Background: an optimization exercise with open tools, aiming at small area, a short achievable clock period and few clock cycles. Do not read the settings as production practice. At most, simulation tests tie the RTL to the original design; equivalence was not proved. No activity file was given, so power comes from the tool's default toggle rates.

Design bubble_sort, start of the top module:
module bubble_sort(
input clk,
input rst_n,
input [63:0] data,
input en,
output logic [7:0] data_o,
output logic [63:0] data_sort_o,
output logic wr_en,
output logic last
);
==> flow/config.mk <==
export PLATFORM = sky130hd
export DESIGN_NAME = bubble_sort
export DESIGN_NICKNAME = bubble_sort
export VERILOG_FILES = /design/flow/design.v
export SDC_FILE = /design/flow/constraint.sdc
export NUM_CORES = 4
export LEC_CHECK = 0
export CAP_MARGIN = 20
export CORE_MARGIN = 2
export CORE_UTILIZATION = 40
export SETUP_SLACK_MARGIN = 1.5
export SLEW_MARGIN = 20
==> flow/constraint.sdc <==
create_clock -name core_clock -period 5.0 [get_ports {clk}]
set_input_delay 1.0000 -clock core_clock [delete_from_list [all_inputs] [get_ports {clk}]]
set_output_delay 1.0000 -clock core_clock [all_outputs]
set_load 0.01 [all_outputs]
standard.sh (not shown) runs the stock make flow with config.mk's settings and CLKGATE_MAP_FILE= SYNTH_SCRIPT=/design/flow/synth_recipe.tcl, a recipe that flattens the netlist after the stock synthesis.
==> flow/flow/run.sh <==
#!/bin/bash
set -euo pipefail
export BUFFER_PORTS_ARGS="-buffer_cell sky130_fd_sc_hd__buf_1"
bash standard.sh > flow_standard.log 2>&1
The starting point finished clean.
Testbench counts at the start, summed over its fixed seeds: cycles 12,800.
Change:
- SETUP_SLACK_MARGIN: 1.5 -> 2.5
Final cell count rose by a little under a tenth; global-route usage rose by 1.2 points; clock-buffer cell count rose by 3; clock power stays flat; routed wire length rose by roughly a tenth; hold slack hardly moves; sequential share of layout area fell by 5.7 points.
Change:
- SETUP_SLACK_MARGIN: 2.5 -> 3.2
=>
- The new run produced a clean layout
- global-route usage went up by 1.4 points
- critical path depth does not change
- die area is unchanged
- setup slack is better by 20 ps
- register-to-register slack is better by 40 ps
Change:
- SETUP_SLACK_MARGIN: 3.2 -> default
Effect:
- sequential power stays flat
- area after synthesis stays the same
- hold slack is about the same

========
Another version of the RTL of bubble_sort (not shown whole).
For scale: about 790 cells after synthesis, about 130 flip-flops, about 6700 µm² of cells after synthesis.
Settings: LEC_CHECK=0, ABC_AREA=1, CAP_MARGIN=20, CORE_MARGIN=2, CORE_UTILIZATION=60, CTS_BUF_LIST=sky130_fd_sc_hd__clkbuf_8, SETUP_SLACK_MARGIN=2.6, SLEW_MARGIN=20, TNS_END_PERCENT=5; clock period 5.0 ns.
==> flow/flow/run.sh <==
#!/bin/bash
set -euo pipefail
export BUFFER_PORTS_ARGS="-buffer_cell sky130_fd_sc_hd__buf_1"
export CTS_ARGS="-sink_clustering_enable -repair_clock_nets -dont_use_dummy_load -buf_list sky130_fd_sc_hd__clkbuf_8"
bash standard.sh > flow_standard.log 2>&1
The baseline produced a clean layout.
Testbench counts at the start, summed over its fixed seeds: cycles 12,800.
Rerun with:
==> flow/flow/run.sh (replaced) <==
#!/bin/bash
set -euo pipefail
export BUFFER_PORTS_ARGS="-buffer_cell sky130_fd_sc_hd__buf_1"
bash standard.sh > flow_standard.log 2>&1
SETUP_SLACK_MARGIN = 2.7   (was 2.6)
TNS_END_PERCENT = 10   (was 5)
Effect: Setup slack is better by 59 ps; routed wire length went up by 5.7%; clock power rises by 36%.

========
## v33
Another version of the RTL of bubble_sort (not shown whole).
For scale: about 7200 um^2 of cells after synthesis.
==> flow/design.v (excerpt) <==
module bubble_sort(
input clk,
input rst_n,
input [63:0] data,
input en,
output logic [7:0] data_o,
output logic [63:0] data_sort_o,
output logic wr_en,
output logic last
);
export LEC_CHECK = 0
export CAP_MARGIN = 20
export CORE_MARGIN = 2
export CORE_UTILIZATION = 60
export CTS_BUF_LIST = sky130_fd_sc_hd__clkbuf_8
export SETUP_SLACK_MARGIN = 2.6
export SLEW_MARGIN = 20
export TNS_END_PERCENT = 5
create_clock -name core_clock -period 5.0 [get_ports {clk}]
==> flow/flow/run.sh <==
#!/bin/bash
set -euo pipefail
export BUFFER_PORTS_ARGS="-buffer_cell sky130_fd_sc_hd__buf_1"
bash standard.sh > flow_standard.log 2>&1
v33 did not stop at any stage, and its layout met the timing, design-rule and antenna checks.
The inputs of v45 differ from those of v33 as listed below.
-- flow/config.mk --
<<< v33, line 10
export CORE_UTILIZATION = 60
export CTS_BUF_LIST = sky130_fd_sc_hd__clkbuf_8
export SETUP_SLACK_MARGIN = 2.6
>>> v45, line 10
export CORE_UTILIZATION = 40
export SETUP_SLACK_MARGIN = 2.8
<<< v33, line 14
export TNS_END_PERCENT = 5
>>> v45, line 13
==> notes.md <==
Higher setup slack among v33 and v45: v33. Between v33 and v45, part of the total power dissipated in sequential elements decreased. Going from v33 to v45, die area shows an increase of about 50%, routed wire length shows an increase of 2600 um. Most common library cell in the layout ignoring fill and taps = edfxtp_1: v45; most common library cell in the layout ignoring fill and taps = buf_1: v33.
diff inputs: v45 => v34
-- flow/config.mk --
<<< v45, line 13
>>> v34, line 13
export TNS_END_PERCENT = 5
## What came out
Looking at final critical path time including I/O delays and setup across v34 and v45, the one that comes out higher is v45. v45 went all the way through the flow, and no timing, DRC or antenna check failed. Having completed the whole flow, v34 delivered a layout that passed the timing, design-rule and antenna checks. v34 gives less global-route usage than v45 did. Relative to v45, transition time of the tightest slew-check pin has gone up in v34. Relative to v45, wire length on met1 has decreased by 1200 um in v34. A biggest area consumer among cell classes of multi-input gates is what v45 shows, while sequential cells belongs to v34.
Inputs modified between v34 and v57:
-- flow/config.mk --
<<< v34, line 11
export SETUP_SLACK_MARGIN = 2.8
>>> v57, line 11
export SETUP_SLACK_MARGIN = 2.0
### Flow results
Number of cells in the design after placement ends up lower on v34. Of v57 and v34, the run reporting the lower relative contribution of combinational cells to total power was v57. Looking at capture point of the worst path, the rem[3]$_DFF_P_ result is from v34; the lo[3][0]$_DFFE_PP_ one comes from v57. v34 → v57: setup slack after layout now sits lower; overall power of the completed layout fell 0.00040 W; internal portion of total power went down. ~same sequential power in v57 and v34. Compared v34 against v57; power per unit of standard cell area within noise. Sort v57 and v34 by signed area change from the synthesized netlist to the final layout asc -> top: v57. Across both runs, core utilization was lower for v57 than for v34. Proportion of layout cells with a drive suffix above 1 for v57: 12 points down relative to v34.
No functional check of the RTL was part of any run of this note.

==> afterwards: timing with drivers on the ports <==
No port has a modelled driver above. Below, the same layouts with a new extraction and two added sets of constraints. Step 1 sets driving cells, clkbuf_16 on the clock port and buf_2 on the other inputs (assumed; they add their load-dependent delay and slew). Step 2 adds t to the input delays and takes it off the output delays; t is the mean of the earliest and latest rising clock arrival at the registers after step 1. Input paths then give back, and output paths get back, about the clock's delay inside the block. Three values: ideal ports, drivers, drivers and shift; two values: the first two.
| run | shift t [ns] | setup WS [ns] | clock arrival spread, ns | worst slew at a driven data input, ns | pins driven straight from the clock port |
|---|---|---|---|---|---|
| the first run of note 1 | 0.453 | 1.763 / 1.783 / 1.330 | 0.011 / 0.010 | 0.05 | 1 |
| the second run of note 1 | 0.458 | 2.121 / 2.128 / 1.670 | 0.008 / 0.008 | 0.06 | 1 |
| the third run of note 1 | 0.456 | 2.141 / 2.152 / 1.697 | 0.017 / 0.017 | 0.05 | 1 |
| the fourth run of note 1 | 0.453 | 1.763 / 1.783 / 1.330 | 0.011 / 0.010 | 0.05 | 1 |
| the first run of note 2 | 0.471 | 2.513 / 2.476 / 2.093 | 0.014 / 0.015 | 0.04 | 1 |
| the second run of note 2 | 0.479 | 2.572 / 2.534 / 2.203 | 0.012 / 0.011 | 0.04 | 1 |
| v33 | 0.480 | 2.453 / 2.453 / 2.043 | 0.013 / 0.013 | 0.05 | 1 |
| v45 | 0.462 | 2.382 / 2.382 / 2.089 | 0.013 / 0.014 | 0.07 | 1 |
| v34 | 0.465 | 2.485 / 2.485 / 2.127 | 0.012 / 0.012 | 0.04 | 1 |
| v57 | 0.453 | 2.081 / 2.081 / 1.805 | 0.010 / 0.010 | 0.04 | 1 |
After both steps every run listed still meets setup and hold. For the second run of note 1, which loses most, drivers alone change the setup slack by +0.007 ns; drivers and shift together by -0.451 ns.
